This is an optimization exercise on Yosys and OpenROAD, whose aim is small area, not a production implementation.
In this exercise RTL edits were held to simulation tests only and were not proved equivalent to the original.
The flow treats the clock pin as an ideal source. Dropping or thinning the clock tree relies on that and would not hold on a real chip.
Power figures rest on the tool's default switching activity, not on a simulated workload.

Setup of trial 10:
## top_module
module top_module
(
    input logic clock_1MHz,
    input logic reset,
    input logic data_in,
    input logic write_in,
    input logic dequeue_in,
    output logic status_out,
    output logic [7:0] len_out,
    output logic [7:0] data_out
);
Size: roughly 200 cells after synthesis, roughly 3000 µm² of cells after synthesis.
==> module deserializador, before the edit <==
module deserializador (
    input logic clock,
    input logic tick_100KHz,
    input logic tick_10KHz,
    input logic reset,
    input logic data_in,
    input logic write_in,
    input logic accept,
    output logic status_out,
    output logic enq_req,
    output logic enq_window,
    input  logic bit_taken,
    output logic bit_new,
    output logic bit_out
);
    typedef enum logic [1:0]
    {
        AGUARDA = 2'b11,
        RECEBE  = 2'b10,
        PRONTO  = 2'b01,                     
        ESPERA  = 2'b00
    } mode_t;
    mode_t mode;
    logic [2:0] cnt_q;                       
    logic [2:0] bits_count;
    assign bits_count = cnt_q ^ 3'b111;
    assign status_out = (mode == ESPERA) || (mode == PRONTO && bits_count[2]);
    assign enq_req    = (mode == ESPERA) && (bits_count == 3'd3);
    assign enq_window = (mode == ESPERA) && (bits_count == 3'd4);
    logic store;
    assign store      = tick_100KHz && mode == RECEBE && write_in;
    always_ff @(posedge clock or posedge reset) begin
        if (reset) begin
            mode       <= AGUARDA;
            cnt_q      <= 3'b111;
        end
        else begin
            case (mode)
                AGUARDA: if (tick_100KHz && write_in) mode <= RECEBE;
                RECEBE: if (tick_100KHz) begin
                    if (write_in) begin
                        cnt_q <= (bits_count + 1'b1) ^ 3'b111;
                        if (bits_count == 3'd7) mode <= PRONTO;
                    end
                    else mode <= AGUARDA;
                end
                PRONTO: if (tick_100KHz && !bits_count[2]) mode <= ESPERA;
                ESPERA: begin
                    if (bits_count[2] && (bits_count[1] || bits_count[0])) begin
                        if (tick_100KHz) begin
                            cnt_q <= (bits_count + 1'b1) ^ 3'b111;
                            if (bits_count == 3'd7) mode <= AGUARDA;
                        end
                    end
                    else if (tick_10KHz) begin
                        cnt_q <= (bits_count + 1'b1) ^ 3'b111;
                        if (bits_count == 3'd3 && !accept) mode <= PRONTO;
                    end
                end
            endcase
        end
    end
    always_ff @(posedge clock or posedge reset) begin
        if (reset) bit_new <= 1'b0;
        else       bit_new <= store || (bit_new && !bit_taken);
    end
    always_ff @(posedge clock) begin
        if (store) bit_out <= data_in;
    end
endmodule
export LEC_CHECK = 0
export CAP_MARGIN = 0
export CORE_MARGIN = 2
export CORE_UTILIZATION = 70
export SLEW_MARGIN = 0
export SYNTH_HIERARCHICAL = 1
export BUFFER_PORTS_ARGS = -buffer_cell sky130_fd_sc_hd__buf_1
export PRE_CTS_TCL = /design/flow/flow/cts_pre.tcl
export SKIP_REPAIR_TIE_FANOUT = 1
create_clock -name core_clock -period 5.0 [get_ports {clock_1MHz}]
standard.sh (not shown) runs the stock make flow with config.mk's settings and CLKGATE_MAP_FILE= SYNTH_SCRIPT=/design/flow/synth_recipe.tcl, a recipe that flattens the netlist after the stock synthesis.
==> flow/flow/run.sh <==
#!/bin/bash
# Layout flow: the standard.sh with four changes.
#  1. After the standard synthesis (standard.sh synth, unchanged), the
#     combinational logic of its netlist is mapped again by ABC for area
#     (flow/remap.abc). The flip-flops are kept as they are: same cells, same
#     instance names. A Yosys equivalence check against the standard netlist
#     must pass, else the standard netlist is kept.
#  2. Port buffers use the smallest buffer, sky130_fd_sc_hd__buf_1.
#  3. A one-level clock tree built by flow/clock_tree.tcl (hooked in with
#     PRE_CTS_TCL): three clkbuf_16, each driving a third of the flip-flops,
#     nearest first, fed by the clock port.
#  4. The tie cell of the constant outputs is not copied for each output.
# Each tool's output goes to a log file here (log_*.log); ORFS keeps its
# per-step logs under orfs/logs/.
set -euo pipefail
W=$(pwd)
F=$W/flow
cat >> config.mk <<EOT
export BUFFER_PORTS_ARGS = -buffer_cell sky130_fd_sc_hd__buf_1
export PRE_CTS_TCL = $F/cts_pre.tcl
export SKIP_REPAIR_TIE_FANOUT = 1
EOT

bash standard.sh synth > log_synth.log 2>&1

R=$W/orfs/results/$FLOW_PLATFORM/top_module/base
Y=$FLOW_HOME/../tools/install/yosys/bin/yosys
[[ -x $Y ]] || Y=yosys
P=$FLOW_HOME/platforms/$FLOW_PLATFORM
L=$P/lib/sky130_fd_sc_hd__tt_025C_1v80.lib
DU=$(sed -n '/DONT_USE_CELLS/,/^$/p' $P/config.mk | grep -oE 'sky130_fd_sc_hd__[a-z0-9_]+' | sed 's/^/-dont_use /' | tr '\n' ' ')
SEQ='sky130_fd_sc_hd__*df* sky130_fd_sc_hd__dl* sky130_fd_sc_hd__conb*'

cp $R/1_2_yosys.v $W/standard_1_2_yosys.v
$Y -l log_remap.log -p "
read_liberty -ignore_miss_func $L
read_verilog $W/standard_1_2_yosys.v
hierarchy -top $FLOW_TOP
setattr -mod -set keep_hierarchy 1 $SEQ
flatten
rename -hide w:_*_.*
opt_clean -purge
abc -liberty $L $DU -script $F/remap.abc
opt_clean -purge
select $FLOW_TOP
splitnets
opt_clean -purge
insbuf -buf sky130_fd_sc_hd__buf_4 A X
write_verilog -noattr -noexpr -nohex -nodec -selected $W/remap_1_2_yosys.v
" > /dev/null 2>&1 || true

ok=0
if [[ -s $W/remap_1_2_yosys.v ]]; then
  $Y -l log_equiv.log -p "
read_liberty -ignore_miss_func $L
read_verilog $W/standard_1_2_yosys.v
rename $FLOW_TOP gold
read_verilog $W/remap_1_2_yosys.v
rename $FLOW_TOP gate
hierarchy -check
flatten gold gate
opt_clean
async2sync
equiv_make gold gate equiv
hierarchy -top equiv
equiv_simple -seq 2
equiv_induct -seq 2
equiv_status -assert
" > /dev/null 2>&1 && ok=1 || true
fi
if [[ $ok == 1 ]]; then
  echo "remapped netlist is equivalent: using it" > log_choice.log
  cp $W/remap_1_2_yosys.v $R/1_2_yosys.v
else
  echo "remapped netlist not proven equivalent: keeping the standard one" > log_choice.log
fi

bash standard.sh finish > log_finish.log 2>&1
Other scripts of this flow, unchanged in this note and not shown: flow/flow/clock_tree.tcl, flow/flow/cts_pre.tcl, flow/flow/remap.abc
Edits applied to the flow inputs when going from trial 10 to trial 75:
--- a/flow/design.v
+++ b/flow/design.v
@@ -16,13 +16,11 @@
     typedef enum logic [1:0]
     {
-        AGUARDA = 2'b11,
-        RECEBE  = 2'b10,
-        PRONTO  = 2'b01,                     
-        ESPERA  = 2'b00
+        AGUARDA = 2'b00,
+        RECEBE  = 2'b01,
+        PRONTO  = 2'b10,                     
+        ESPERA  = 2'b11
     } mode_t;
     mode_t mode;
-    logic [2:0] cnt_q;                       
     logic [2:0] bits_count;
-    assign bits_count = cnt_q ^ 3'b111;
     assign status_out = (mode == ESPERA) || (mode == PRONTO && bits_count[2]);
     assign enq_req    = (mode == ESPERA) && (bits_count == 3'd3);
@@ -33,5 +31,5 @@
         if (reset) begin
             mode       <= AGUARDA;
-            cnt_q      <= 3'b111;
+            bits_count <= 3'b0;
         end
         else begin
@@ -40,5 +38,5 @@
                 RECEBE: if (tick_100KHz) begin
                     if (write_in) begin
-                        cnt_q <= (bits_count + 1'b1) ^ 3'b111;
+                        bits_count <= bits_count + 1'b1;
                         if (bits_count == 3'd7) mode <= PRONTO;
                     end
@@ -49,10 +47,10 @@
                     if (bits_count[2] && (bits_count[1] || bits_count[0])) begin
                         if (tick_100KHz) begin
-                            cnt_q <= (bits_count + 1'b1) ^ 3'b111;
+                            bits_count <= bits_count + 1'b1;
                             if (bits_count == 3'd7) mode <= AGUARDA;
                         end
                     end
                     else if (tick_10KHz) begin
-                        cnt_q <= (bits_count + 1'b1) ^ 3'b111;
+                        bits_count <= bits_count + 1'b1;
                         if (bits_count == 3'd3 && !accept) mode <= PRONTO;
                     end
==> comparison <==
Trial 10 completed every stage of the flow, and the final layout passed the timing, design-rule and antenna checks.
Trial 75 was carried through to the last stage, and its layout satisfied the timing, design-rule and antenna checks.
Trial 75 ended up with a higher worst setup slack than trial 10 did.
Trial 10 has a lower total length of routed met2 wires than trial 75.
Comparing trial 10 and trial 75, the lower switching power as a share of total power is on trial 75.
Against trial 10, internal power of the cells in trial 75 fell by a few percent.
Delta (trial 75 minus trial 10): sequential share of layout area stayed essentially flat, worst hold slack after final layout -10 ps, final critical delay including setup and external delays shrank by 110 ps.
Of trial 75 and trial 10, it is trial 75 that has the lower cell count along the critical path.
No run of this note takes its clock network from TritonCTS; it comes from the design's own scripts or RTL.

[afterwards: timing with drivers on the ports]
How much do the figures lean on ideal ports? The routed layouts below were timed once more, with nothing changed but the port constraints.
Step 1: set_driving_cell puts a clkbuf_16 on clock_1MHz and a buf_2 on each other input, an assumption about the parent block.
Step 2 moves the port delays by t, midway between the first and last clock arrival at a register: inputs arrive t later, outputs are due t later. That takes back most of the time a late clock gives input paths.
Three values: ideal, step 1, step 2; two values: the first two.
run	shift t [ns]	slack for setup (ns)	worst setup path after step 2	latest minus earliest clock arrival (ns)	pins driven straight from the clock port
trial 10	0.228	2.623 / 2.623 / 2.623	register to register	0.005 / 0.006	3
trial 75	0.226	2.728 / 2.728 / 2.728	register to register	0.014 / 0.014	3
After both steps every run listed still meets setup and hold.
